Context: an optimization exercise on an open-source flow, tuned for small area. The choices shown serve that exercise and are no tape-out recipe.
Only simulation tests tie the RTL to the original design; equivalence was not proved.
No activity file was given, so power comes from the tool's default toggle rates.

==> design/flow/design.v <==
module arbiter5(
	input	wire		clk,
	input	wire		rst_n,
	input	wire[4:0]	grant,
	output	wire[4:0]	arbitration
	);
	reg	prio4_3;	reg	prio4_2;	reg	prio4_1;	reg	prio4_0;
	reg	prio3_2;	reg	prio3_1;	reg	prio3_0;
	reg	prio2_1;	reg	prio2_0;
	reg	prio1_0;
	assign arbitration[4] = grant[4]& (~grant[3] | prio4_3) & (~grant[2] | prio4_2) &(~grant[1] | prio4_1)& (~grant[0] | prio4_0);
	assign arbitration[3] = grant[3]& (~grant[4] | ~prio4_3) & (~grant[2] | prio3_2) &(~grant[1] | prio3_1)& (~grant[0] | prio3_0);
	assign arbitration[2] = grant[2]& (~grant[4] | ~prio4_2) & (~grant[3] | ~prio3_2) &(~grant[1] | prio2_1)& (~grant[0] | prio2_0);
	assign arbitration[1] = grant[1]& (~grant[4] | ~prio4_1) & (~grant[3] | ~prio3_1) &(~grant[2] | ~prio2_1)& (~grant[0] | prio1_0);
	assign arbitration[0] = grant[0]& (~grant[4] | ~prio4_0) & (~grant[3] | ~prio3_0) &(~grant[2] | ~prio2_0)& (~grant[1] | ~prio1_0);
	always @(posedge clk or negedge rst_n) begin
		if (!rst_n) begin
			prio4_3		<=	1;
			prio4_2		<=	1;
			prio4_1		<=	1;
			prio4_0		<=	1;
			prio3_2		<=	1;
			prio3_1		<=	1;
			prio3_0		<=	1;
			prio2_1		<=	1;
			prio2_0		<=	1;
			prio1_0		<=	1;
		end
		else begin
			case(arbitration)
				5'b10000:begin
					prio4_3		<=	0;
					prio4_2		<=	0;
					prio4_1		<=	0;
					prio4_0		<=	0;
					prio3_2		<=	prio3_2;
					prio3_1		<=	prio3_1;
					prio3_0		<=	prio3_0;
					prio2_1		<=	prio2_1;
					prio2_0		<=	prio2_0;
					prio1_0		<=	prio1_0;
				end
				5'b01000:begin
					prio4_3		<=	1;
					prio4_2		<=	prio4_2;
					prio4_1		<=	prio4_1;
					prio4_0		<=	prio4_0;
					prio3_2		<=	0;
					prio3_1		<=	0;
					prio3_0		<=	0;
					prio2_1		<=	prio2_1;
					prio2_0		<=	prio2_0;
					prio1_0		<=	prio1_0;
				end
				5'b00100:begin
					prio4_3		<=	prio4_3;
					prio4_2		<=	1;
					prio4_1		<=	prio4_1;
					prio4_0		<=	prio4_0;
					prio3_2		<=	1;
					prio3_1		<=	prio3_1;
					prio3_0		<=	prio3_0;
					prio2_1		<=	0;
					prio2_0		<=	0;
					prio1_0		<=	prio1_0;
				end
				5'b00010:begin
					prio4_3		<=	prio4_3;
					prio4_2		<=	prio4_2;
					prio4_1		<=	1;
					prio4_0		<=	prio4_0;
					prio3_2		<=	prio3_2;
					prio3_1		<=	1;
					prio3_0		<=	prio3_0;
					prio2_1		<=	1;
					prio2_0		<=	prio2_0;
					prio1_0		<=	0;
				end
				5'b00001:begin
					prio4_3		<=	prio4_3;
					prio4_2		<=	prio4_2;
					prio4_1		<=	prio4_1;
					prio4_0		<=	1;
					prio3_2		<=	prio3_2;
					prio3_1		<=	prio3_1;
					prio3_0		<=	1;
					prio2_1		<=	prio2_1;
					prio2_0		<=	1;
					prio1_0		<=	1;
				end
				default: begin
					prio4_3		<=	prio4_3;
					prio4_2		<=	prio4_2;
					prio4_1		<=	prio4_1;
					prio4_0		<=	prio4_0;
					prio3_2		<=	prio3_2;
					prio3_1		<=	prio3_1;
					prio3_0		<=	prio3_0;
					prio2_1		<=	prio2_1;
					prio2_0		<=	prio2_0;
					prio1_0		<=	prio1_0;
				end
			endcase
		end
	end
endmodule
module fifo_sub #(
  parameter DEPTH = 8, 
  parameter WIDTH = 3,
  parameter DATASIZE=40
  ) (
  input wire[DATASIZE-1:0] wdata,
  output reg full,
  input wire wr_en,
  input wire rd_en,
  output reg[DATASIZE-1:0] rdata,
  output reg empty_n,
  output reg[WIDTH:0] count,  
  input wire fifo_clk,
  input wire rst_n
  );
  reg[DATASIZE-1:0] fifo[DEPTH-1:0];
  reg[WIDTH:0] r_ptr;
  reg[WIDTH:0] w_ptr;
  always@(posedge fifo_clk, negedge rst_n) begin
    if(!rst_n)
      r_ptr <= {(WIDTH+1){1'b0}};
    else if(empty_n && rd_en)
      r_ptr <= r_ptr+1'b1;
    else
      r_ptr <= r_ptr;
  end    
  always@(posedge fifo_clk, negedge rst_n) begin
    if(!rst_n)
      rdata <= 40'd0;
     else if(rd_en && !wr_en && !empty_n)
      rdata <= rdata;
    else if(wr_en && ((rd_en && w_ptr == r_ptr + 1'b1) ||(!empty_n && w_ptr == r_ptr)))
      rdata <= wdata;
    else if(rd_en)
      rdata <= fifo[r_ptr[WIDTH-1:0]+1'b1];
    else
      rdata <= rdata;
  end
  always@(posedge fifo_clk) begin
    if(rst_n && !full && wr_en)
      fifo[w_ptr[WIDTH-1:0]] <= wdata;
  end
  always@(posedge fifo_clk, negedge rst_n) begin
    if(!rst_n)
      w_ptr <= {(WIDTH+1){1'b0}};
    else if(!full & wr_en)
      w_ptr <= w_ptr+1'b1;
    else
      w_ptr <= w_ptr;
  end
  wire full_pre;
  wire full_hold;
  wire[WIDTH:0] r_ptr_add;
  wire[WIDTH:0] w_ptr_add;
  assign w_ptr_add = w_ptr +1'b1;
  assign r_ptr_add = r_ptr + 1'b1;
  assign full_pre = (!rd_en && w_ptr_add[WIDTH-1:0] == r_ptr[WIDTH-1:0] && w_ptr_add[WIDTH]^r_ptr[WIDTH]) || (rd_en && w_ptr[WIDTH-1:0] == r_ptr[WIDTH-1:0] && w_ptr[WIDTH]^r_ptr[WIDTH]);
  assign full_hold =(!rd_en && w_ptr[WIDTH-1:0] == r_ptr[WIDTH-1:0] && w_ptr[WIDTH]^r_ptr[WIDTH]) || (rd_en && w_ptr[WIDTH-1:0] == r_ptr_add[WIDTH-1:0] && w_ptr[WIDTH]^r_ptr_add[WIDTH]);
  always@(posedge fifo_clk, negedge rst_n) begin
    if(!rst_n)
      empty_n <= 1'b0;
    else if(rd_en && !wr_en && w_ptr == r_ptr_add)
      empty_n <= 1'b0;
    else if(!empty_n && !wr_en && w_ptr == r_ptr)
      empty_n <= 1'b0;
    else
      empty_n <= 1'b1;
  end
  always@(posedge fifo_clk, negedge rst_n) begin
    if(!rst_n)
      full <= 1'b0;
    else if(wr_en && full_pre)
      full <= 1'b1;
    else if(full && full_hold)
      full <=1'b1;
    else
      full <= 1'b0;
  end
  always@(posedge fifo_clk, negedge rst_n) begin
    if(!rst_n)begin
      count <= 4'b0;
    end
    else begin
        case({wr_en,rd_en})
          2'b10:begin
            if (count!=3'b100) begin
              count <= count +1;
            end
            else begin
              count <= count;
            end
          end
          2'b01:begin
            if(count!=3'b000)begin
              count <= count - 1;
            end
            else begin
              count <= count;
            end
          end
          default:begin
            count   <= count;
          end
        endcase
    end
  end
endmodule
module fifo_11#(
  parameter DEPTH=8,
  parameter WIDTH=3,
  parameter DATASIZE=40
  )(
  output wire[DATASIZE-1:0] N_data_out,
  output wire N_valid_out,
  output wire N_full_out,
  output wire[WIDTH:0] N_pressure_out,
  input wire[DATASIZE-1:0] N_data_in,
  input wire N_valid_in,
  input wire fifo_ready_N,
  output wire[DATASIZE-1:0] E_data_out,
  output wire E_valid_out,
  output wire E_full_out,
  output wire[WIDTH:0] E_pressure_out,
  input wire[DATASIZE-1:0] E_data_in,
  input wire E_valid_in,
  input wire fifo_ready_E,
  output wire[DATASIZE-1:0] S_data_out,
  output wire S_valid_out,
  output wire S_full_out,
  output wire[WIDTH:0] S_pressure_out,
  input wire[DATASIZE-1:0] S_data_in,
  input wire S_valid_in,
  input wire fifo_ready_S,
  output wire[DATASIZE-1:0] W_data_out,
  output wire W_valid_out,
  output wire W_full_out,
  output wire[WIDTH:0] W_pressure_out,
  input wire[DATASIZE-1:0] W_data_in,
  input wire W_valid_in,
  input wire fifo_ready_W,
  output wire[DATASIZE-1:0] L_data_out,
  output wire L_valid_out,
  output wire L_full_out,
  output wire[WIDTH:0] L_pressure_out,
  input wire[DATASIZE-1:0] L_data_in,
  input wire L_valid_in,
  input wire fifo_ready_L,
  input wire fifo_clk,
  input wire rst_n
  );
  fifo_sub #(
    .DEPTH(DEPTH),
    .WIDTH(WIDTH),
    .DATASIZE(DATASIZE)
    ) fifo_N_11 (
    .wdata(N_data_in),
    .full(N_full_out),
    .wr_en(N_valid_in),
    .rd_en(fifo_ready_N),
    .empty_n(N_valid_out),
    .rdata(N_data_out),
    .count(N_pressure_out),
    .fifo_clk(fifo_clk),
    .rst_n(rst_n)
    );
  fifo_sub #(
    .DEPTH(DEPTH),
    .WIDTH(WIDTH),
    .DATASIZE(DATASIZE)
    ) fifo_E_11 (
    .wdata(E_data_in),
    .full(E_full_out),
    .wr_en(E_valid_in),
    .rd_en(fifo_ready_E),
    .empty_n(E_valid_out),
    .rdata(E_data_out),
    .count(E_pressure_out),
    .fifo_clk(fifo_clk),
    .rst_n(rst_n)
    );
  fifo_sub #(
    .DEPTH(DEPTH),
    .WIDTH(WIDTH),
    .DATASIZE(DATASIZE)
    ) fifo_S_11 (
    .wdata(S_data_in),
    .full(S_full_out),
    .wr_en(S_valid_in),
    .rd_en(fifo_ready_S),
    .empty_n(S_valid_out),
    .rdata(S_data_out),
    .count(S_pressure_out),
    .fifo_clk(fifo_clk),
    .rst_n(rst_n)
    );
  fifo_sub #(
    .DEPTH(DEPTH),
    .WIDTH(WIDTH),
    .DATASIZE(DATASIZE)
    ) fifo_W_11 (
    .wdata(W_data_in),
    .full(W_full_out),
    .wr_en(W_valid_in),
    .rd_en(fifo_ready_W),
    .empty_n(W_valid_out),
    .rdata(W_data_out),
    .count(W_pressure_out),
    .fifo_clk(fifo_clk),
    .rst_n(rst_n)
    );
  fifo_sub #(
    .DEPTH(DEPTH),
    .WIDTH(WIDTH),
    .DATASIZE(DATASIZE)
    ) fifo_L_11 (
    .wdata(L_data_in),
    .full(L_full_out),
    .wr_en(L_valid_in),
    .rd_en(fifo_ready_L),
    .empty_n(L_valid_out),
    .rdata(L_data_out),
    .count(L_pressure_out),
    .fifo_clk(fifo_clk),
    .rst_n(rst_n)
    );
endmodule
module rc_11_sub#(
  parameter DEPTH=8,
  parameter WIDTH=3,
  parameter DATASIZE=40   
  )(
  output reg[DATASIZE-1:0] data_out,
  output reg[3:0] direction_out,
  input wire[DATASIZE-1:0] data_in,
  input wire valid_in,
  input wire rc_ready,
  input wire[WIDTH:0] N_pressure_in,
  input wire[WIDTH:0] E_pressure_in,
  input wire[WIDTH:0] S_pressure_in,
  input wire[WIDTH:0] W_pressure_in,
  input wire rc_clk,
  input wire rst_n
  );
  wire[3:0] dst;
  assign dst=data_in[35:32];
  reg[3:0] direction;
  always @ (*) begin
    case (dst)
      4'b0000:
        if (W_pressure_in<=N_pressure_in)
          direction=4'b1000;
        else
          direction=4'b0100;
      4'b0001:direction=4'b0100;
      4'b0010:
        if (E_pressure_in<=N_pressure_in)
          direction=4'b0010;
        else
          direction=4'b0100;
      4'b0100:direction=4'b1000;
      4'b0101:direction=4'b0000;
      4'b0110:direction=4'b0010;
      4'b1000:
        if (W_pressure_in<=S_pressure_in)
          direction=4'b1000;
        else
          direction=4'b0001;
      4'b1001:direction=4'b0001;
      4'b1010:
        if (E_pressure_in<=S_pressure_in)
          direction=4'b0010;
        else
          direction=4'b0001;
      default:direction=4'b1111;
      endcase
    end
  always@(posedge rc_clk, negedge rst_n) begin
    if(!rst_n)
      data_out<=40'b0;
    else if (rc_ready)
      data_out<=data_in;
    else
      data_out<=data_out;
  end
  always@(posedge rc_clk, negedge rst_n) begin
    if(!rst_n)
      direction_out<=4'b1111;
    else if(!valid_in & rc_ready)
      direction_out<=4'b1111;
    else if(!rc_ready)
      direction_out<=direction_out;
    else
      direction_out<=direction;
  end
endmodule
module rc_11#(
  parameter DEPTH=8,
  parameter WIDTH=3,
  parameter DATASIZE=40
  )(
  output wire[DATASIZE-1:0] data_out_1,
  output wire[3:0] direction_out_1,
  input wire[DATASIZE-1:0] N_data_in,
  input wire N_valid_in,
  input wire[WIDTH:0] N_pressure_in,
  input wire rc_ready_N,
  output wire[DATASIZE-1:0] data_out_2,
  output wire[3:0] direction_out_2,
  input wire[DATASIZE-1:0] E_data_in,
  input wire E_valid_in,
  input wire[WIDTH:0] E_pressure_in,
  input wire rc_ready_E,
  output wire[DATASIZE-1:0] data_out_3,
  output wire[3:0] direction_out_3,
  input wire[DATASIZE-1:0] W_data_in,
  input wire W_valid_in,
  input wire[WIDTH:0] W_pressure_in,
  input wire rc_ready_W,
  output wire[DATASIZE-1:0] data_out_4,
  output wire[3:0] direction_out_4,
  input wire[DATASIZE-1:0] S_data_in,
  input wire S_valid_in,
  input wire[WIDTH:0] S_pressure_in,
  input wire rc_ready_S,
  output wire[DATASIZE-1:0] data_out_5,
  output wire[3:0] direction_out_5,
  input wire[DATASIZE-1:0] L_data_in,
  input wire L_valid_in,
  input wire rc_ready_L,
  input wire rc_clk,
  input wire rst_n
  );
rc_11_sub #(
    .DEPTH(DEPTH),
    .WIDTH(WIDTH),
    .DATASIZE(DATASIZE)
    ) rc_11_N (
    .data_out(data_out_1),
    .direction_out(direction_out_1),
    .data_in(N_data_in),
    .valid_in(N_valid_in),
    .rc_ready(rc_ready_N),
    .N_pressure_in(N_pressure_in),
    .E_pressure_in(E_pressure_in),
    .S_pressure_in(S_pressure_in),
    .W_pressure_in(W_pressure_in),
    .rc_clk(rc_clk),
    .rst_n(rst_n)
    );
    rc_11_sub #(
    .DEPTH(DEPTH),
    .WIDTH(WIDTH),
    .DATASIZE(DATASIZE)
    ) rc_11_E (
    .data_out(data_out_2),
    .direction_out(direction_out_2),
    .data_in(E_data_in),
    .valid_in(E_valid_in),
    .rc_ready(rc_ready_E),
    .N_pressure_in(N_pressure_in),
    .E_pressure_in(E_pressure_in),
    .S_pressure_in(S_pressure_in),
    .W_pressure_in(W_pressure_in),
    .rc_clk(rc_clk),
    .rst_n(rst_n)
    );
    rc_11_sub #(
    .DEPTH(DEPTH),
    .WIDTH(WIDTH),
    .DATASIZE(DATASIZE)
    ) rc_11_W (
    .data_out(data_out_3),
    .direction_out(direction_out_3),
    .data_in(W_data_in),
    .valid_in(W_valid_in),
    .rc_ready(rc_ready_W),
    .N_pressure_in(N_pressure_in),
    .E_pressure_in(E_pressure_in),
    .S_pressure_in(S_pressure_in),
    .W_pressure_in(W_pressure_in),
    .rc_clk(rc_clk),
    .rst_n(rst_n)
    );
    rc_11_sub #(
    .DEPTH(DEPTH),
    .WIDTH(WIDTH),
    .DATASIZE(DATASIZE)
    ) rc_11_S (
    .data_out(data_out_4),
    .direction_out(direction_out_4),
    .data_in(S_data_in),
    .valid_in(S_valid_in),
    .rc_ready(rc_ready_S),
    .N_pressure_in(N_pressure_in),
    .E_pressure_in(E_pressure_in),
    .S_pressure_in(S_pressure_in),
    .W_pressure_in(W_pressure_in),
    .rc_clk(rc_clk),
    .rst_n(rst_n)
    );
    rc_11_sub #(
    .DEPTH(DEPTH),
    .WIDTH(WIDTH),
    .DATASIZE(DATASIZE)
    ) rc_11_L (
    .data_out(data_out_5),
    .direction_out(direction_out_5),
    .data_in(L_data_in),
    .valid_in(L_valid_in),
    .rc_ready(rc_ready_L),
    .N_pressure_in(N_pressure_in),
    .E_pressure_in(E_pressure_in),
    .S_pressure_in(S_pressure_in),
    .W_pressure_in(W_pressure_in),
    .rc_clk(rc_clk),
    .rst_n(rst_n)
    );
endmodule
module switch_alloc11#(
  parameter DEPTH=8,
  parameter WIDTH=3,
  parameter DATASIZE=40   
  )(
  input	wire	clk,
  input	wire	rst_n,
	input	wire[3:0]	L_label,
	input	wire[3:0]	N_label,
	input	wire[3:0]	E_label,
	input	wire[3:0]	S_label,
	input	wire[3:0]	W_label,
	input	wire[DATASIZE-1:0]	L_data_in,
	input	wire[DATASIZE-1:0]	E_data_in,
	input	wire[DATASIZE-1:0]	S_data_in,
	input	wire[DATASIZE-1:0]	W_data_in,
	input	wire[DATASIZE-1:0]	N_data_in,
	input	wire	N_full,
	input	wire	S_full,
	input	wire	E_full,
	input	wire	W_full,
	input 	wire[4:0]		L_arb_res,
	input		wire[4:0]		E_arb_res,
	input		wire[4:0]		S_arb_res,
	input 	wire[4:0]		W_arb_res,
	input 	wire[4:0]		N_arb_res,
	output	wire	[4:0]	grant_L,
	output	wire	[4:0]	grant_N,
	output	wire	[4:0]	grant_S,
	output	wire	[4:0]	grant_W,
	output	wire	[4:0]	grant_E,
	output	wire	N_ready,
	output	wire	S_ready,
	output	wire	E_ready,
	output	wire	W_ready,
	output	wire	L_ready,
	output	reg		L_data_valid,
	output	reg		E_data_valid,
	output	reg		S_data_valid,
	output	reg		W_data_valid,
	output	reg		N_data_valid,
	output	reg[DATASIZE-1:0]	L_data_out,
	output	reg[DATASIZE-1:0]	E_data_out,
	output	reg[DATASIZE-1:0]	S_data_out,
	output	reg[DATASIZE-1:0]	W_data_out,
	output	reg[DATASIZE-1:0]	N_data_out
	);
	wire	L_label_valid;
	wire	N_label_valid;
	wire	S_label_valid;
	wire	W_label_valid;
	wire	E_label_valid;
	assign  L_label_valid	= 	~(&L_label);
	assign  N_label_valid	= 	~(&N_label);
	assign  S_label_valid	= 	~(&S_label);
	assign  W_label_valid	= 	~(&W_label);
	assign  E_label_valid	= 	~(&E_label);
	assign grant_W = {L_label[3]&L_label_valid, W_label[3]&W_label_valid, N_label[3]&N_label_valid, E_label[3]&E_label_valid, S_label[3]&S_label_valid};	 
	assign grant_N = {L_label[2]&L_label_valid,W_label[2]&W_label_valid,N_label[2]&N_label_valid,E_label[2]&E_label_valid,S_label[2]&S_label_valid};	 
	assign grant_E = {L_label[1]&L_label_valid,W_label[1]&W_label_valid,N_label[1]&N_label_valid,E_label[1]&E_label_valid,S_label[1]&S_label_valid};	 
	assign grant_S = {L_label[0]&L_label_valid,W_label[0]&W_label_valid,N_label[0]&N_label_valid,E_label[0]&E_label_valid,S_label[0]&S_label_valid};	 
	assign grant_L = {~(|L_label),~(|W_label),~(|N_label),~(|E_label),~(|S_label)};	 
	reg[DATASIZE-1:0]	L_data_src;
	reg[DATASIZE-1:0]	E_data_src;
	reg[DATASIZE-1:0]	S_data_src;
	reg[DATASIZE-1:0]	W_data_src;
	reg[DATASIZE-1:0]	N_data_src;
	reg	L_port_valid;
	reg	N_port_valid;
	reg	E_port_valid;
	reg	W_port_valid;
	reg	S_port_valid;
	assign 	 L_ready =  ~L_label_valid | L_arb_res[4] | (W_arb_res[4] & ~W_full)| (E_arb_res[4] & ~E_full)| (N_arb_res[4] & ~N_full)| (S_arb_res[4] & ~S_full);
	assign 	 W_ready =  ~W_label_valid | L_arb_res[3] | (W_arb_res[3] & ~W_full)| (E_arb_res[3] & ~E_full)| (N_arb_res[3] & ~N_full)| (S_arb_res[3] & ~S_full);
	assign 	 N_ready =  ~N_label_valid | L_arb_res[2] | (W_arb_res[2] & ~W_full)| (E_arb_res[2] & ~E_full)| (N_arb_res[2] & ~N_full)| (S_arb_res[2] & ~S_full);
	assign 	 E_ready =  ~E_label_valid | L_arb_res[1] | (W_arb_res[1] & ~W_full)| (E_arb_res[1] & ~E_full)| (N_arb_res[1] & ~N_full)| (S_arb_res[1] & ~S_full);
	assign 	 S_ready =  ~S_label_valid | L_arb_res[0] | (W_arb_res[0] & ~W_full)| (E_arb_res[0] & ~E_full)| (N_arb_res[0] & ~N_full)| (S_arb_res[0] & ~S_full);
	always @(*) begin
		case(L_arb_res)
			5'b00001:begin
				L_data_src = S_data_in;
				L_port_valid = 1;
			end
			5'b00010:begin
				L_data_src= E_data_in;
				L_port_valid=1;
			end
			5'b00100:begin
				L_data_src=N_data_in;
				L_port_valid=1;
			end
			5'b01000:begin
				L_data_src=W_data_in;
				L_port_valid=1;
			end
			5'b10000:begin
				L_data_src=L_data_in;
				L_port_valid=1;
			end
			default:begin
				L_data_src	=	'hdeadface;
				L_port_valid=0;
			end
			endcase
	end
			always @(*) begin
		case(W_arb_res)
			5'b00001:begin
				W_data_src=S_data_in;
				W_port_valid=1;
			end
			5'b00010:begin
				W_data_src=E_data_in;
				W_port_valid=1;
			end
			5'b00100:begin
				W_data_src=N_data_in;
				W_port_valid=1;
			end
			5'b01000:begin
				W_data_src=W_data_in;
				W_port_valid=1;
			end
			5'b10000:begin
				W_data_src=L_data_in;
				W_port_valid=1;
			end
			default:begin
				W_data_src=	'hdeadface;
				W_port_valid=0;
			end
			endcase
	end
		always @(*) begin
		case(N_arb_res)
			5'b00001:begin
				N_data_src=S_data_in;
				N_port_valid=1;
			end
			5'b00010:begin
				N_data_src=E_data_in;
				N_port_valid=1;
			end
			5'b00100:begin
				N_data_src=N_data_in;
				N_port_valid=1;
			end
			5'b01000:begin
				N_data_src=W_data_in;
				N_port_valid=1;
			end
			5'b10000:begin
				N_data_src=L_data_in;
				N_port_valid=1;
			end
			default:begin
				N_data_src= 'hdeadface;
				N_port_valid=0;
			end
			endcase
	end
		always @(*) begin
		case(E_arb_res)
			5'b00001:begin
				E_data_src=S_data_in;
				E_port_valid=1;
			end
			5'b00010:begin
				E_data_src=E_data_in;
				E_port_valid=1;
			end
			5'b00100:begin
				E_data_src=N_data_in;
				E_port_valid=1;
			end
			5'b01000:begin
				E_data_src=W_data_in;
				E_port_valid=1;
			end
			5'b10000:begin
				E_data_src=L_data_in;
				E_port_valid=1;
			end
			default:begin
				E_data_src=	'hdeadface;
				E_port_valid=0;
			end
			endcase
	end
		always @(*) begin
		case(S_arb_res)
			5'b00001:begin
				S_data_src=S_data_in;
				S_port_valid=1;
			end
			5'b00010:begin
				S_data_src=E_data_in;
				S_port_valid=1;
			end
			5'b00100:begin
				S_data_src=N_data_in;
				S_port_valid=1;
			end
			5'b01000:begin
				S_data_src=W_data_in;
				S_port_valid=1;
			end
			5'b10000:begin
				S_data_src=L_data_in;
				S_port_valid=1;
			end
			default:begin
				S_data_src=	'hdeadface;
				S_port_valid=0;
			end
		endcase
		end
		always @(posedge clk or negedge rst_n) begin
			if (!rst_n) begin
					L_data_valid	<=		0;
					L_data_out	<=		0;
			end
			else begin
					L_data_valid	<=		L_port_valid;
					L_data_out	<=		L_data_src;
			end
		end
		always @(posedge clk or negedge rst_n) begin
			if (!rst_n) begin
					W_data_valid	<=		0;
					W_data_out	<=		0;
			end
			else if(!W_full)begin
					W_data_valid		<=		W_port_valid;
					W_data_out			<=		W_data_src;
			end
			else begin
					W_data_valid		<=		W_data_valid;
					W_data_out			<=		W_data_out;
			end
		end
		always @(posedge clk or negedge rst_n) begin
			if (!rst_n) begin
					E_data_valid	<=		0;
					E_data_out	<=		0;
			end
			else if(!E_full)begin
					E_data_valid		<=		E_port_valid;
					E_data_out			<=		E_data_src;
			end
			else begin
					E_data_valid		<=		E_data_valid;
					E_data_out			<=		E_data_out;
			end
		end
		always @(posedge clk or negedge rst_n) begin
			if (!rst_n) begin
					N_data_valid	<=		0;
					N_data_out	<=		0;
			end
			else if(!N_full)begin
					N_data_valid		<=		N_port_valid;
					N_data_out			<=		N_data_src;
			end
			else begin
					N_data_valid		<=		N_data_valid;
					N_data_out			<=		N_data_out;
			end
		end
		always @(posedge clk or negedge rst_n) begin
			if (!rst_n) begin
					S_data_valid	<=		0;
					S_data_out	<=		0;
			end
			else if(!S_full)begin
					S_data_valid		<=		S_port_valid;
					S_data_out			<=		S_data_src;
			end
			else begin
					S_data_valid		<=		S_data_valid;
					S_data_out			<=		S_data_out;
			end
		end
endmodule
module	SA11#(
  parameter DEPTH=8,
  parameter WIDTH=3,
  parameter DATASIZE=40   
  )(
  	input	wire	clk,
  	input	wire	rst_n,
  	input	wire[3:0]	L_label,
		input	wire[3:0]	N_label,
		input	wire[3:0]	E_label,
		input	wire[3:0]	S_label,
		input	wire[3:0]	W_label,
	input	wire[DATASIZE-1:0]	L_data_in,
	input	wire[DATASIZE-1:0]	E_data_in,
	input	wire[DATASIZE-1:0]	S_data_in,
	input	wire[DATASIZE-1:0]	W_data_in,
	input	wire[DATASIZE-1:0]	N_data_in,
	input	wire	N_full,
	input	wire	S_full,
	input	wire	E_full,
	input	wire	W_full,
	output	wire	N_ready,
	output	wire	S_ready,
	output	wire	E_ready,
	output	wire	W_ready,
	output	wire	L_ready,
	output	wire	L_data_valid,
	output	wire	E_data_valid,
	output	wire	S_data_valid,
	output	wire	W_data_valid,
	output	wire	N_data_valid,
	output	wire[DATASIZE-1:0]	L_data_out,
	output	wire[DATASIZE-1:0]	E_data_out,
	output	wire[DATASIZE-1:0]	S_data_out,
	output	wire[DATASIZE-1:0]	W_data_out,
	output	wire[DATASIZE-1:0]	N_data_out
  );
  wire[4:0]		L_arb_res;
	wire[4:0]		E_arb_res;
	wire[4:0]		S_arb_res;
	wire[4:0]		W_arb_res;
	wire[4:0]		N_arb_res;
	wire[4:0]		grant_L;
	wire[4:0]		grant_N;
	wire[4:0]		grant_S;
	wire[4:0]		grant_W;
	wire[4:0]		grant_E;
  	arbiter5 arbiterL(
		.clk(clk),
		.rst_n(rst_n),
		.grant(grant_L),
		.arbitration(L_arb_res)
		);
  	arbiter5 arbiterW(
		.clk(clk),
		.rst_n(rst_n),
		.grant(grant_W),
		.arbitration(W_arb_res)
		);
  	arbiter5 arbiterN(
		.clk(clk),
		.rst_n(rst_n),
		.grant(grant_N),
		.arbitration(N_arb_res)
		);
  	arbiter5 arbiterE(
		.clk(clk),
		.rst_n(rst_n),
		.grant(grant_E),
		.arbitration(E_arb_res)
		);
  	arbiter5 arbiterS(
		.clk(clk),
		.rst_n(rst_n),
		.grant(grant_S),
		.arbitration(S_arb_res)
		);
  	switch_alloc11	#(
    	.DEPTH(DEPTH),
    	.WIDTH(WIDTH),
    	.DATASIZE(DATASIZE)
    	) switch_alloc(
    	.clk(clk),
  		.rst_n(rst_n),
		.L_label(L_label),
		.N_label(N_label),
		.E_label(E_label),
		.S_label(S_label),
		.W_label(W_label),
		.L_data_in(L_data_in),
		.W_data_in(W_data_in),
		.N_data_in(N_data_in),
		.E_data_in(E_data_in),
		.S_data_in(S_data_in),
		.N_full(N_full),
		.S_full(S_full),
		.E_full(E_full),
		.W_full(W_full),
		.L_arb_res(L_arb_res),
		.E_arb_res(E_arb_res),
		.S_arb_res(S_arb_res),
		.W_arb_res(W_arb_res),
		.N_arb_res(N_arb_res),
		.grant_L(grant_L),
		.grant_N(grant_N),
		.grant_S(grant_S),
		.grant_W(grant_W),
		.grant_E(grant_E),
		.N_ready(N_ready),
		.L_ready(L_ready),
		.E_ready(E_ready),
		.S_ready(S_ready),
		.W_ready(W_ready),
		.L_data_valid(L_data_valid),
		.W_data_valid(W_data_valid),
		.N_data_valid(N_data_valid),
		.E_data_valid(E_data_valid),
		.S_data_valid(S_data_valid),
		.L_data_out(L_data_out),
		.W_data_out(W_data_out),
		.N_data_out(N_data_out),
		.E_data_out(E_data_out),
		.S_data_out(S_data_out)
    );
endmodule
module router11#(
  parameter DEPTH=4,
  parameter WIDTH=2,
  parameter DATASIZE=40   
  )(
	input 	wire	clk,
	input 	wire	rst_n,
  output  wire  full,
	input	wire	[DATASIZE-1:0]	L_data_in,
	input	wire	[DATASIZE-1:0]	W_data_in,
	input	wire	[DATASIZE-1:0]	N_data_in,
	input	wire	[DATASIZE-1:0]	E_data_in,
	input	wire	[DATASIZE-1:0]	S_data_in,
	output	wire	[DATASIZE-1:0]	L_data_out,
	output	wire	[DATASIZE-1:0]	W_data_out,
	output	wire	[DATASIZE-1:0]	N_data_out,
	output	wire	[DATASIZE-1:0]	E_data_out,
	output	wire	[DATASIZE-1:0]	S_data_out,
	input	wire	L_valid_in,
	input	wire	W_valid_in,
	input	wire	N_valid_in,
	input	wire	E_valid_in,
	input	wire	S_valid_in,
	output	wire	L_valid_out,
	output	wire	W_valid_out,
	output	wire	N_valid_out,
	output	wire	E_valid_out,
	output	wire	S_valid_out,
	input	wire[WIDTH:0]	W_prussure_in,
	input	wire[WIDTH:0]	N_prussure_in,
	input	wire[WIDTH:0]	E_prussure_in,
	input	wire[WIDTH:0]	S_prussure_in,
	output	wire[WIDTH:0]	W_prussure_out,
	output	wire[WIDTH:0]	N_prussure_out,
	output	wire[WIDTH:0]	E_prussure_out,
	output	wire[WIDTH:0]	S_prussure_out,
  output  wire[WIDTH:0] L_prussure_out,
	input	wire	W_full_in,
	input	wire	N_full_in,
	input	wire	E_full_in,
	input	wire	S_full_in,
	output	wire	W_full_out,
	output	wire	N_full_out,
	output	wire	E_full_out,
	output	wire	S_full_out
);
  wire	[DATASIZE-1:0]  L_data_out_fifo;
  wire	[DATASIZE-1:0]  W_data_out_fifo;
  wire	[DATASIZE-1:0]  N_data_out_fifo;
  wire	[DATASIZE-1:0]  E_data_out_fifo;
  wire	[DATASIZE-1:0]  S_data_out_fifo;
  wire	L_valid_out_fifo;
  wire	W_valid_out_fifo;
  wire	N_valid_out_fifo;
  wire	E_valid_out_fifo;
  wire	S_valid_out_fifo;
  wire  L_ready;
  wire  W_ready;
  wire  N_ready;
  wire  E_ready;
  wire  S_ready;
  fifo_11	#(
      .DEPTH(DEPTH),
      .WIDTH(WIDTH),
      .DATASIZE(DATASIZE)
      ) fifo(
  		.N_data_out(N_data_out_fifo),
  		.N_valid_out(N_valid_out_fifo),
  		.N_full_out(N_full_out),
  		.N_pressure_out(N_prussure_out),
  		.N_data_in(N_data_in),
  		.N_valid_in(N_valid_in),
  		.fifo_ready_N(N_ready),
      .E_data_out(E_data_out_fifo),
      .E_valid_out(E_valid_out_fifo),
      .E_full_out(E_full_out),
      .E_pressure_out(E_prussure_out),
      .E_data_in(E_data_in),
      .E_valid_in(E_valid_in),
      .fifo_ready_E(E_ready),
      .S_data_out(S_data_out_fifo),
      .S_valid_out(S_valid_out_fifo),
      .S_full_out(S_full_out),
      .S_pressure_out(S_prussure_out),
      .S_data_in(S_data_in),
      .S_valid_in(S_valid_in),
      .fifo_ready_S(S_ready),
      .W_data_out(W_data_out_fifo),
      .W_valid_out(W_valid_out_fifo),
      .W_full_out(W_full_out),
      .W_pressure_out(W_prussure_out),
      .W_data_in(W_data_in),
      .W_valid_in(W_valid_in),
      .fifo_ready_W(W_ready),
      .L_data_out(L_data_out_fifo),
      .L_valid_out(L_valid_out_fifo),
      .L_full_out(full),
      .L_pressure_out(L_prussure_out),
      .L_data_in(L_data_in),
      .L_valid_in(L_valid_in),
      .fifo_ready_L(L_ready),
      .fifo_clk(clk),
      .rst_n(rst_n)
  );
    wire[3:0] L_label;
    wire[3:0] N_label;
    wire[3:0] E_label;
    wire[3:0] S_label;
    wire[3:0] W_label;
    wire  [DATASIZE-1:0]  L_data_out_rc;
    wire  [DATASIZE-1:0]  W_data_out_rc;
    wire  [DATASIZE-1:0]  N_data_out_rc;
    wire  [DATASIZE-1:0]  E_data_out_rc;
    wire  [DATASIZE-1:0]  S_data_out_rc;
   rc_11#(
      .DEPTH(DEPTH),
      .WIDTH(WIDTH),
      .DATASIZE(DATASIZE)
      ) RC(
      .data_out_1(N_data_out_rc),
      .direction_out_1(N_label),
      .N_data_in(N_data_out_fifo),
      .N_valid_in(N_valid_out_fifo),
      .N_pressure_in(N_prussure_in),
      .rc_ready_N(N_ready),
      .data_out_2(E_data_out_rc),
      .direction_out_2(E_label),
      .E_data_in(E_data_out_fifo),
      .E_valid_in(E_valid_out_fifo),
      .E_pressure_in(E_prussure_in),
      .rc_ready_E(E_ready),
      .data_out_3(W_data_out_rc),
      .direction_out_3(W_label),
      .W_data_in(W_data_out_fifo),
      .W_valid_in(W_valid_out_fifo),
      .W_pressure_in(W_prussure_in),
      .rc_ready_W(W_ready),
      .data_out_4(S_data_out_rc),
      .direction_out_4(S_label),
      .S_data_in(S_data_out_fifo),
      .S_valid_in(S_valid_out_fifo),
      .S_pressure_in(S_prussure_in),
      .rc_ready_S(S_ready),
      .data_out_5(L_data_out_rc),
      .direction_out_5(L_label),
      .L_data_in(L_data_out_fifo),
      .L_valid_in(L_valid_out_fifo),
      .rc_ready_L(L_ready),
      .rc_clk(clk),
      .rst_n(rst_n)
  );
   SA11#(
      .DEPTH(DEPTH),
      .WIDTH(WIDTH),
      .DATASIZE(DATASIZE)
  ) SA(
    .clk(clk),
    .rst_n(rst_n),
    .L_label(L_label),
    .W_label(W_label),
    .N_label(N_label),
    .E_label(E_label),
    .S_label(S_label),
    .L_data_in(L_data_out_rc),
    .W_data_in(W_data_out_rc),
    .N_data_in(N_data_out_rc),
    .E_data_in(E_data_out_rc),
    .S_data_in(S_data_out_rc),
    .N_full(N_full_in),
    .S_full(S_full_in),
    .E_full(E_full_in),
    .W_full(W_full_in),
    .N_ready(N_ready),
    .W_ready(W_ready),
    .E_ready(E_ready),
    .S_ready(S_ready),
    .L_ready(L_ready),
    .L_data_valid(L_valid_out),
    .W_data_valid(W_valid_out),
    .N_data_valid(N_valid_out),
    .E_data_valid(E_valid_out),
    .S_data_valid(S_valid_out),
    .L_data_out(L_data_out),
    .E_data_out(E_data_out),
    .S_data_out(S_data_out),
    .W_data_out(W_data_out),
    .N_data_out(N_data_out)
  );
endmodule
==> design/flow/run.sh <==
#!/bin/bash
# synth_recipe.tcl (not shown) runs the flow's synth.tcl, then flattens the netlist and writes it again
# the make line also repeats each setting of config.mk as NAME=value (left out here)
make -C /OpenROAD-flow-scripts/flow DESIGN_CONFIG=/design/flow/config.mk WORK_HOME=/design/flow/orfs CLKGATE_MAP_FILE= SYNTH_SCRIPT=/design/flow/synth_recipe.tcl finish
==> design/flow/config.mk <==
export PLATFORM = sky130hd
export DESIGN_NAME = router11
export DESIGN_NICKNAME = router11
export VERILOG_FILES = /design/flow/design.v
export SDC_FILE = /design/flow/constraint.sdc
export NUM_CORES = 4
export LEC_CHECK = 0
export CAP_MARGIN = 20
export CELL_PAD_IN_SITES_DETAIL_PLACEMENT = 1
export CELL_PAD_IN_SITES_GLOBAL_PLACEMENT = 2
export CORE_MARGIN = 2
export CORE_UTILIZATION = 35
export PLACE_DENSITY = 0.45
export SLEW_MARGIN = 20
==> design/flow/constraint.sdc <==
create_clock -name core_clock -period 5.0 [get_ports {clk}]
set_input_delay 1.0000 -clock core_clock [delete_from_list [all_inputs] [get_ports {clk}]]
set_output_delay 1.0000 -clock core_clock [all_outputs]
set_load 0.01 [all_outputs]
==> impl_metrics.csv, run 1 <==
group,metric,value,unit
outcome,status,"complete, no violations",
sta,tns,0,ns
die,die-area,191000,sq um
place,numPortBuffers,447,
drt,ant_nets,0,
die,core_area,186000,sq um
place,place_congestion,0.917,
synthesis,synth_nets,4882,
synthesis,ys_warn_count,4,
synthesis,synth-seq-cells,1530,
synthesis,synth_xor_area_frac,0.00894,
global_route,antenna_found_initial,11,
finish,fin_area,79400,sq um
die,ios,448,
worst_setup_path,worst-path-max-fanout,24,
global_route,grt_pass1_wl,376000,um
place,place_ws,0.828,ns
global_route,grt_max_degree,110,
die,fp-row-count,158,
synthesis,yosys_most_used_dff,"edfxtp_1",
pwr,power.total,67.5,mW
die,dieHeight,437,um
synthesis,synth-edff-count,800,
synthesis,synth_top_family_by_area,"multiplexers",
sta,clock_skew,0.0296,ns
finish,area_growth,21.0,%
clock_tree,clock_path_buffers,3,
synthesis,synthArstFlopShare,0.477,
sta,tightest_slew,0.975,ns
pwr,ir_drop,901,uV
die,start_util,0.353,
clock_tree,clockRootBuffer,"clkbuf_16",
sta,setup_viol,0,
flow_run,maxCapViolCount,0,
sta,finalCritPeriodShare,0.781,
sta,slew_headroom,0.350,
synthesis,synth-compound-area-share,0.110,
synthesis,syn-instance-count,4617,
synthesis,synth.area.mux_share,0.129,
global_route,grt_pass1_vias,46200,
synthesis,avgSynthCellArea,14.2,sq um
global_route,grt_usage,0.278,
worst_setup_path,crit_type,"flop to flop",
drt,drt-initial-drc-count,4911,
worst_setup_path,r2r_cells,8,
pwr,p_leak,29.5,nW
drt,wl_per_cell,34.8,um
synthesis,synth.cell_area,65700,sq um
place,dpl_cell_area,73500,sq um
finish,final_cell_mix,"edfxtp_1 (800), dfrtp_1 (655), nand2_1 (577), clkdlybuf4s50_1 (442), mux2_2 (282)",
finish,final_common_cell,"edfxtp_1",
sta,finalHoldViolCount,0,
worst_setup_path,end_kind,"flop",
clock_tree,numCtsBuffers,176,
clock_tree,cts_tree,"yes",
clock_tree,clock_latency,0.83,ns
clock_tree,clk_pin_slew,0.06,ns
synthesis,yosys.area_share.simple,0.0651,
global_route,grt-ovfl-total,0,
drt,drt-pass1-iter-count,14,
clock_tree,htree_levels,4,
sta,worst_hold_slack,0.154,ns
worst_setup_path,critPathRequiredTime,5.67,ns
clock_tree,clkSinkCount,1530,
sta,period_needed,3.91,ns
finish,fill_cells,18700,
synthesis,synth-adder-area-share,0.00800,
worst_setup_path,ff2ff_setup_slack,1.09,ns
drt,wl,267000,um
sta,fmax,0.256,GHz
sta,rsz0062_at_grt,"no",
worst_setup_path,worst_setup_path_start_kind,"flop",
pwr,power_density,849,nW/um^2
place,hpwl,182000,um
synthesis,synth_cell_types,74,
drt,vias,44500,
drt,vias_per_cell,5.79,
sta,slew_violations,0,
clock_tree,hold_buffers,0,
finish,drive_gt1_frac,0.205,
sta,setup_slack,1.09,ns
drt,post-route-drc-count,0,
worst_setup_path,cp.arrival,4.57,ns
clock_tree,cts_setup_buffers,0,
clock_tree,cts_resized,0,
die,die_width,437,um
synthesis,yosysSeqAreaShare,0.645,
worst_setup_path,r2r_end,"SA.switch_alloc.W_data_out[25]",
worst_setup_path,rr_startpoint,"RC.rc_11_L.direction_out[2]",
finish,nNetsFinal,5307,
min_path,hold_class,"primary input to async pin",
[cell families after synthesis]
family                   count (synthesis)
AO/OA/AOI/OAI                          896
XOR/XNOR                                67
adder cells (fa/ha/maj)                 42
buffers and inverters                  547
flip-flops                            1530
multiplexers                           548
AND/OR/NAND/NOR                        987
[through the flow]
| stage | instances | utilization |
|---|---|---|
| 3_5_place_dp | 7344 | 0.396 |
| 6_report | 7681 | 0.427 |
| 3_3_place_gp | 7344 | 0.396 |
| 2_1_floorplan | 4617 | - |
| 5_1_grt | 7677 | 0.427 |
| 4_1_cts | 7677 | 0.427 |
[state kept, by name, indices dropped and copies added, names as in the netlist, 160 cells and up]
name and cells:
fifo.fifo_L_11.fifo 160, fifo.fifo_S_11.fifo 160, fifo.fifo_W_11.fifo 160, fifo.fifo_E_11.fifo 160, fifo.fifo_N_11.fifo 160
[metal layers]
metal  routed length, um  up-vias  share of wire  track usage
li1                    -    18800              -            -
met1              113000    23800           0.42        0.371
met2              130000     1588           0.49        0.459
met3               14800      361          0.055       0.0443
met4                9420        0          0.035       0.0935
met5                   0        -              0            0
[worst max-delay path, stage by stage, from the launching register on]
cell and delay [ns]:
dfstp_2 0.69, nand3_1 0.31, nand3_1 0.17, and4_2 0.71, buf_4 0.53, nor4_1 0.16, a21oi_4 0.45, buf_4 0.48
a32oi_1 0.17
[cell type report]
type | instances | area, sq um | share of cell area
flip-flops and latches | 1530 | 42400 | 0.534
multi-input cells | 2540 | 21400 | 0.269
repair buffers | 591 | 5880 | 0.0740
clock buffers | 275 | 5270 | 0.0663
well taps | 2480 | 3100 | 0.0391
inverters | 203 | 762 | 0.00959
clock inverters | 58 | 636 | 0.00800
diodes | 4 | 10.0 | 0.000126
[cells in the mapped netlist (22+ instances only)]
cell type,n,share of area
mux2_1,24,0.0041
mux2_2,282,0.048
nor2_1,156,0.0089
dfstp_2,70,0.028
ha_1,42,0.0080
a31oi_1,117,0.011
o21ai_0,47,0.0036
nand2_1,578,0.033
nand3_1,114,0.0087
nor3_1,22,0.0017
o21a_1,31,0.0035
inv_1,199,0.011
dfrtp_1,660,0.25
buf_1,28,0.0016
buf_2,59,0.0045
xnor2_1,45,0.0060
and3_1,38,0.0036
xor2_1,22,0.0029
a32oi_1,130,0.017
edfxtp_1,800,0.37
a21o_1,28,0.0032
mux4_2,200,0.069
mux2_4,22,0.0050
a222oi_1,203,0.031
clkbuf_1,251,0.014
a22oi_1,206,0.024
[worst max-delay path by stage]
stage	start	to	slack [ns]	depth (start not counted)
floorplan	S_full_in	fifo.fifo_W_11.count[2]	1.55	12
global placement	S_full_in	fifo.fifo_S_11.rdata[9]	0.86	7
detailed placement	S_full_in	fifo.fifo_S_11.rdata[12]	0.83	7
CTS	RC.rc_11_E.direction_out[0]	fifo.fifo_S_11.rdata[21]	1.15	8
global route	RC.rc_11_E.direction_out[0]	fifo.fifo_S_11.rdata[21]	0.98	8
finish	RC.rc_11_L.direction_out[2]	SA.switch_alloc.W_data_out[25]	1.09	8
[report_power, final]
part | switching (mW) | internal [mW]
registers | 6.27 | 17.5
logic | 17.3 | 13.2
clock network | 5.42 | 7.76
total | 28.9 | 38.5
==> run 2: changes to the inputs <==
--- a/design/flow/design.v
+++ b/design/flow/design.v
@@ -113,7 +113,7 @@
   output reg full,
   input wire wr_en,
   input wire rd_en,
-  output reg[DATASIZE-1:0] rdata,
+  output wire[DATASIZE-1:0] rdata,
   output reg empty_n,
   output reg[WIDTH:0] count,  
   input wire fifo_clk,
@@ -127,23 +127,10 @@
       r_ptr <= {(WIDTH+1){1'b0}};
     else if(empty_n && rd_en)
       r_ptr <= r_ptr+1'b1;
-    else
-      r_ptr <= r_ptr;
-  end    
-  always@(posedge fifo_clk, negedge rst_n) begin
-    if(!rst_n)
-      rdata <= 40'd0;
-     else if(rd_en && !wr_en && !empty_n)
-      rdata <= rdata;
-    else if(wr_en && ((rd_en && w_ptr == r_ptr + 1'b1) ||(!empty_n && w_ptr == r_ptr)))
-      rdata <= wdata;
-    else if(rd_en)
-      rdata <= fifo[r_ptr[WIDTH-1:0]+1'b1];
-    else
-      rdata <= rdata;
   end
+  assign rdata = fifo[r_ptr[WIDTH-1:0]];
   always@(posedge fifo_clk) begin
-    if(rst_n && !full && wr_en)
+    if(!full && wr_en)
       fifo[w_ptr[WIDTH-1:0]] <= wdata;
   end
   always@(posedge fifo_clk, negedge rst_n) begin
@@ -380,10 +367,8 @@
       default:direction=4'b1111;
       endcase
     end
-  always@(posedge rc_clk, negedge rst_n) begin
-    if(!rst_n)
-      data_out<=40'b0;
-    else if (rc_ready)
+  always@(posedge rc_clk) begin
+    if (rc_ready)
       data_out<=data_in;
     else
       data_out<=data_out;
@@ -600,211 +585,50 @@
 	assign 	 E_ready =  ~E_label_valid | L_arb_res[1] | (W_arb_res[1] & ~W_full)| (E_arb_res[1] & ~E_full)| (N_arb_res[1] & ~N_full)| (S_arb_res[1] & ~S_full);
 	assign 	 S_ready =  ~S_label_valid | L_arb_res[0] | (W_arb_res[0] & ~W_full)| (E_arb_res[0] & ~E_full)| (N_arb_res[0] & ~N_full)| (S_arb_res[0] & ~S_full);
 	always @(*) begin
-		case(L_arb_res)
-			5'b00001:begin
-				L_data_src = S_data_in;
-				L_port_valid = 1;
-			end
-			5'b00010:begin
-				L_data_src= E_data_in;
-				L_port_valid=1;
-			end
-			5'b00100:begin
-				L_data_src=N_data_in;
-				L_port_valid=1;
-			end
-			5'b01000:begin
-				L_data_src=W_data_in;
-				L_port_valid=1;
-			end
-			5'b10000:begin
-				L_data_src=L_data_in;
-				L_port_valid=1;
-			end
-			default:begin
-				L_data_src	=	'hdeadface;
-				L_port_valid=0;
-			end
-			endcase
+		L_data_src = ({DATASIZE{L_arb_res[0]}} & S_data_in) | ({DATASIZE{L_arb_res[1]}} & E_data_in) | ({DATASIZE{L_arb_res[2]}} & N_data_in) | ({DATASIZE{L_arb_res[3]}} & W_data_in) | ({DATASIZE{L_arb_res[4]}} & L_data_in);
+		L_port_valid = |L_arb_res;
+	end
+	always @(*) begin
+		W_data_src = ({DATASIZE{W_arb_res[0]}} & S_data_in) | ({DATASIZE{W_arb_res[1]}} & E_data_in) | ({DATASIZE{W_arb_res[2]}} & N_data_in) | ({DATASIZE{W_arb_res[3]}} & W_data_in) | ({DATASIZE{W_arb_res[4]}} & L_data_in);
+		W_port_valid = |W_arb_res;
+	end
+	always @(*) begin
+		N_data_src = ({DATASIZE{N_arb_res[0]}} & S_data_in) | ({DATASIZE{N_arb_res[1]}} & E_data_in) | ({DATASIZE{N_arb_res[2]}} & N_data_in) | ({DATASIZE{N_arb_res[3]}} & W_data_in) | ({DATASIZE{N_arb_res[4]}} & L_data_in);
+		N_port_valid = |N_arb_res;
+	end
+	always @(*) begin
+		E_data_src = ({DATASIZE{E_arb_res[0]}} & S_data_in) | ({DATASIZE{E_arb_res[1]}} & E_data_in) | ({DATASIZE{E_arb_res[2]}} & N_data_in) | ({DATASIZE{E_arb_res[3]}} & W_data_in) | ({DATASIZE{E_arb_res[4]}} & L_data_in);
+		E_port_valid = |E_arb_res;
+	end
+	always @(*) begin
+		S_data_src = ({DATASIZE{S_arb_res[0]}} & S_data_in) | ({DATASIZE{S_arb_res[1]}} & E_data_in) | ({DATASIZE{S_arb_res[2]}} & N_data_in) | ({DATASIZE{S_arb_res[3]}} & W_data_in) | ({DATASIZE{S_arb_res[4]}} & L_data_in);
+		S_port_valid = |S_arb_res;
+	end
+	always @(posedge clk or negedge rst_n) begin
+		if (!rst_n) L_data_valid <= 0;
+		else L_data_valid <= L_port_valid;
+	end
+	always @(posedge clk) L_data_out <= L_data_src;
+	always @(posedge clk or negedge rst_n) begin
+		if (!rst_n) W_data_valid <= 0;
+		else if (!W_full) W_data_valid <= W_port_valid;
 	end
-			always @(*) begin
-		case(W_arb_res)
-			5'b00001:begin
-				W_data_src=S_data_in;
-				W_port_valid=1;
-			end
-			5'b00010:begin
-				W_data_src=E_data_in;
-				W_port_valid=1;
-			end
-			5'b00100:begin
-				W_data_src=N_data_in;
-				W_port_valid=1;
-			end
-			5'b01000:begin
-				W_data_src=W_data_in;
-				W_port_valid=1;
-			end
-			5'b10000:begin
-				W_data_src=L_data_in;
-				W_port_valid=1;
-			end
-			default:begin
-				W_data_src=	'hdeadface;
-				W_port_valid=0;
-			end
-			endcase
+	always @(posedge clk) if (!W_full) W_data_out <= W_data_src;
+	always @(posedge clk or negedge rst_n) begin
+		if (!rst_n) E_data_valid <= 0;
+		else if (!E_full) E_data_valid <= E_port_valid;
 	end
-		always @(*) begin
-		case(N_arb_res)
-			5'b00001:begin
-				N_data_src=S_data_in;
-				N_port_valid=1;
-			end
-			5'b00010:begin
-				N_data_src=E_data_in;
-				N_port_valid=1;
-			end
-			5'b00100:begin
-				N_data_src=N_data_in;
-				N_port_valid=1;
-			end
-			5'b01000:begin
-				N_data_src=W_data_in;
-				N_port_valid=1;
-			end
-			5'b10000:begin
-				N_data_src=L_data_in;
-				N_port_valid=1;
-			end
-			default:begin
-				N_data_src= 'hdeadface;
-				N_port_valid=0;
-			end
-			endcase
+	always @(posedge clk) if (!E_full) E_data_out <= E_data_src;
+	always @(posedge clk or negedge rst_n) begin
+		if (!rst_n) N_data_valid <= 0;
+		else if (!N_full) N_data_valid <= N_port_valid;
 	end
-		always @(*) begin
-		case(E_arb_res)
-			5'b00001:begin
-				E_data_src=S_data_in;
-				E_port_valid=1;
-			end
-			5'b00010:begin
-				E_data_src=E_data_in;
-				E_port_valid=1;
-			end
-			5'b00100:begin
-				E_data_src=N_data_in;
-				E_port_valid=1;
-			end
-			5'b01000:begin
-				E_data_src=W_data_in;
-				E_port_valid=1;
-			end
-			5'b10000:begin
-				E_data_src=L_data_in;
-				E_port_valid=1;
-			end
-			default:begin
-				E_data_src=	'hdeadface;
-				E_port_valid=0;
-			end
-			endcase
+	always @(posedge clk) if (!N_full) N_data_out <= N_data_src;
+	always @(posedge clk or negedge rst_n) begin
+		if (!rst_n) S_data_valid <= 0;
+		else if (!S_full) S_data_valid <= S_port_valid;
 	end
-		always @(*) begin
-		case(S_arb_res)
-			5'b00001:begin
-				S_data_src=S_data_in;
-				S_port_valid=1;
-			end
-			5'b00010:begin
-				S_data_src=E_data_in;
-				S_port_valid=1;
-			end
-			5'b00100:begin
-				S_data_src=N_data_in;
-				S_port_valid=1;
-			end
-			5'b01000:begin
-				S_data_src=W_data_in;
-				S_port_valid=1;
-			end
-			5'b10000:begin
-				S_data_src=L_data_in;
-				S_port_valid=1;
-			end
-			default:begin
-				S_data_src=	'hdeadface;
-				S_port_valid=0;
-			end
-		endcase
-		end
-		always @(posedge clk or negedge rst_n) begin
-			if (!rst_n) begin
-					L_data_valid	<=		0;
-					L_data_out	<=		0;
-			end
-			else begin
-					L_data_valid	<=		L_port_valid;
-					L_data_out	<=		L_data_src;
-			end
-		end
-		always @(posedge clk or negedge rst_n) begin
-			if (!rst_n) begin
-					W_data_valid	<=		0;
-					W_data_out	<=		0;
-			end
-			else if(!W_full)begin
-					W_data_valid		<=		W_port_valid;
-					W_data_out			<=		W_data_src;
-			end
-			else begin
-					W_data_valid		<=		W_data_valid;
-					W_data_out			<=		W_data_out;
-			end
-		end
-		always @(posedge clk or negedge rst_n) begin
-			if (!rst_n) begin
-					E_data_valid	<=		0;
-					E_data_out	<=		0;
-			end
-			else if(!E_full)begin
-					E_data_valid		<=		E_port_valid;
-					E_data_out			<=		E_data_src;
-			end
-			else begin
-					E_data_valid		<=		E_data_valid;
-					E_data_out			<=		E_data_out;
-			end
-		end
-		always @(posedge clk or negedge rst_n) begin
-			if (!rst_n) begin
-					N_data_valid	<=		0;
-					N_data_out	<=		0;
-			end
-			else if(!N_full)begin
-					N_data_valid		<=		N_port_valid;
-					N_data_out			<=		N_data_src;
-			end
-			else begin
-					N_data_valid		<=		N_data_valid;
-					N_data_out			<=		N_data_out;
-			end
-		end
-		always @(posedge clk or negedge rst_n) begin
-			if (!rst_n) begin
-					S_data_valid	<=		0;
-					S_data_out	<=		0;
-			end
-			else if(!S_full)begin
-					S_data_valid		<=		S_port_valid;
-					S_data_out			<=		S_data_src;
-			end
-			else begin
-					S_data_valid		<=		S_data_valid;
-					S_data_out			<=		S_data_out;
-			end
-		end
+	always @(posedge clk) if (!S_full) S_data_out <= S_data_src;
 endmodule
 module	SA11#(
   parameter DEPTH=8,
==> run 2 against run 1 <==
Against the previous run: count of clock-buffer cells in the layout is 69 lower; hold slack better by 0.033 ns; synthesized cell count is 33% lower; largest cell class unchanged; die area is 18% lower.
==> impl_metrics.csv, run 2 <==
group,metric,value,unit
pwr,p_leak,22.5,nW
clock_tree,clock_path_buffers,3,
pwr,power.total,53.4,mW
clock_tree,htree_levels,4,
synthesis,synth_nets,3337,
worst_setup_path,end_kind,"flop",
drt,post-route-drc-count,0,
flow_run,maxCapViolCount,0,
clock_tree,cts_resized,0,
synthesis,synth.most_common_cell,"edfxtp_1",
worst_setup_path,cp.arrival,4.74,ns
global_route,grt-ovfl-total,0,
sta,period_needed,4.10,ns
drt,ant_nets,0,
drt,wl_per_cell,35.8,um
global_route,grt_usage,0.259,
pwr,power_density,814,nW/um^2
worst_setup_path,crit_type,"flop to flop",
finish,final_common_cell,"edfxtp_1",
synthesis,yosys_most_used_dff,"edfxtp_1",
synthesis,synth.cell_area,53700,sq um
global_route,grt_max_degree,58,
clock_tree,cts_setup_buffers,0,
die,core_area,152000,sq um
worst_setup_path,critPathRequiredTime,5.64,ns
synthesis,synth_cell_types,81,
synthesis,syn-instance-count,3072,
sta,tightest_slew,0.984,ns
die,fp-row-count,143,
sta,fmax,0.244,GHz
drt,vias,33200,
sta,clock_skew,0.0274,ns
global_route,grt_pass1_vias,34600,
global_route,antenna_found_initial,13,
min_path,hold_class,"primary input to async pin",
synthesis,synth-seq-cells,1330,
worst_setup_path,worst_setup_path_start_kind,"flop",
sta,finalCritPeriodShare,0.819,
sta,finalHoldViolCount,0,
synthesis,synthArstFlopShare,0.0977,
synthesis,avgSynthCellArea,17.5,sq um
place,numPortBuffers,447,
worst_setup_path,worst-path-max-fanout,10,
finish,final_cell_mix,"edfxtp_1 (1160), clkdlybuf4s50_1 (446), nand2_1 (253), a222oi_1 (205), mux4_2 (204)",
die,ios,448,
synthesis,synth-edff-count,1160,
synthesis,yosysTopAreaCell,"edfxtp_1",
die,die_width,396,um
synthesis,yosysSeqAreaShare,0.726,
die,dieHeight,396,um
global_route,grt_pass1_wl,284000,um
sta,slew_headroom,0.344,
pwr,ir_drop,487,uV
drt,drt-pass1-iter-count,14,
clock_tree,numCtsBuffers,152,
synthesis,ys_warn_count,4,
synthesis,synthTopCellsByArea,"edfxtp_1 (65%), mux4_2 (8.6%), a222oi_1 (3.8%)",
sta,tns,0,ns
finish,utilization,0.431,
drt,wl,204000,um
clock_tree,cts_tree,"yes",
clock_tree,clkSinkCount,1330,
clock_tree,clk_pin_slew,0.06,ns
clock_tree,clock_latency,0.79,ns
clock_tree,hold_buffers,0,
synthesis,netlist_top_cells_count,"edfxtp_1 (1160), nand2_1 (254), a222oi_1 (205)",
finish,nNetsFinal,3823,
finish,drive_gt1_frac,0.180,
die,start_util,0.353,
synthesis,synth_top_area_share,0.649,
sta,slew_violations,0,
sta,setup_viol,0,
clock_tree,clockRootBuffer,"clkbuf_16",
finish,area_growth,22.2,%
sta,rsz0062_at_grt,"no",
place,hpwl,142000,um
drt,vias_per_cell,5.82,
drt,drt-initial-drc-count,4820,
die,die-area,157000,sq um
place,place_congestion,0.890,
outcome,status,"complete, no violations",
==> run 2: cell count changes in the layout (fill, tap and decap cells not counted), sizes merged, moves of 28 or more <==
| cell | delta |
|---|---|
| mux2 | -319 |
| edfxtp | +360 |
| nor2 | -100 |
| buf | -59 |
| dfrtp | -600 |
| dfxtp | +40 |
| inv | -120 |
| a32oi | -109 |
| and3 | -29 |
| nand2 | -324 |
| nand3 | -59 |
| a31oi | -109 |
| and2 | +28 |
| clkbuf | -69 |
==> run 2: worst max-delay path, stage by stage (launching register included) <==
cell	delay, ns
dfstp_2	0.70
nand3_1	0.27
nand2_1	0.12
and4b_2	0.24
a222oi_1	0.50
nand4b_1	0.72
nand2b_1	0.31
xnor2_1	0.10
ha_1	0.21
or3_1	0.30
mux4_2	0.47
==> run 2: through the flow <==
step	instance area, sq um	setup slack [ns]	std cells	hold slack [ns]
floorplan	53700	0.895	3072	0.444
global placement	60700	0.367	5434	0.477
detailed placement	60700	0.397	5434	0.479
CTS	65600	0.927	5712	0.157
global route	65600	0.796	5712	0.179
finish	65600	0.903	5714	0.187
==> run 2: per-layer routing <==
| metal | vias up | track usage | part of all wire |
|---|---|---|---|
| met1 | 17600 | 0.354 | 0.42 |
| met3 | 291 | 0.0454 | 0.067 |
| li1 | 13700 | - | - |
| met4 | 4 | 0.0680 | 0.026 |
| met5 | - | 0 | 0.00012 |
| met2 | 1595 | 0.428 | 0.49 |
==> run 2: kinds of logic after synthesis <==
family,count (synthesis),share of synthesized area
flip-flops,1330,0.726
AO/OA/AOI/OAI,624,0.0972
AND/OR/NAND/NOR,501,0.0444
buffers and inverters,277,0.0209
multiplexers,232,0.0911
XOR/XNOR,66,0.0108
adder cells (fa/ha/maj),42,0.00979
==> run 2: path summary, 6_finish.rpt <==
check                                                  from                 endpoint  slack (ns)  cells after the start
worst max-delay path            RC.rc_11_N.direction_out[0]  fifo.fifo_N_11.count[2]        0.90                     10
worst min-delay path                                  rst_n  fifo.fifo_E_11.w_ptr[1]        0.19                      1
worst max register to register  RC.rc_11_N.direction_out[0]  fifo.fifo_N_11.count[2]        0.90                     10
worst min register to register      fifo.fifo_E_11.w_ptr[2]  fifo.fifo_E_11.w_ptr[2]        0.48                      1
max in group asynchronous                             rst_n  fifo.fifo_N_11.r_ptr[0]        3.77                      2
min in group core_clock             fifo.fifo_E_11.w_ptr[2]  fifo.fifo_E_11.w_ptr[2]        0.48                      1
==> run 2: power by group <==
part / switching [mW] / internal (mW) / total, mW
Combinational: 12.5 / 7.61 / 20.1
Sequential: 4.69 / 17.6 / 22.3
Clock: 4.60 / 6.40 / 11.0
==> run 2: layout make-up <==
cell class                      count  area [sq um]
Inverter                           73           274
Multi-Input combinational cell   1465         13700
Fill cell                       14600         86500
Clock buffer                      206          4240
Clock inverter                     72           678
Antenna cell                        2          5.00
Timing Repair Buffer              536          5160
Sequential cell                  1330         39000
Tap cell                         2030          2540

afterwards: timing with drivers on the ports:
Ports are ideal in the flow. The routed layouts listed here were re-timed in OpenROAD. Step 1 (the two cells are an assumption about what drives the block):
set clk [get_ports {clk}]
set_driving_cell -lib_cell sky130_fd_sc_hd__clkbuf_16 $clk
set_driving_cell -lib_cell sky130_fd_sc_hd__buf_2 [delete_from_list [all_inputs] $clk]
Step 2, shift: input delay + t, output delay - t, t = (earliest + latest rising clock arrival at the registers) / 2. This alone moves slack from input paths to output paths. Three values: ideal, step 1, step 2; two values: the first two.
run | t (ns) | setup WS [ns] | worst setup path after step 2 | slew at the worst register clock pin (ns) | worst data-port slew with drivers (ns)
run 1 | 0.917 | 1.094 / 1.094 / 0.837 | input to register | 0.06 / 0.06 | 0.14
run 2 | 0.857 | 0.903 / 0.903 / 0.393 | input to register | 0.06 / 0.06 | 0.12
After both steps every run listed still meets setup and hold. For run 2, which loses most, drivers alone change the setup slack by 0.000 ns; drivers and shift together by -0.510 ns.
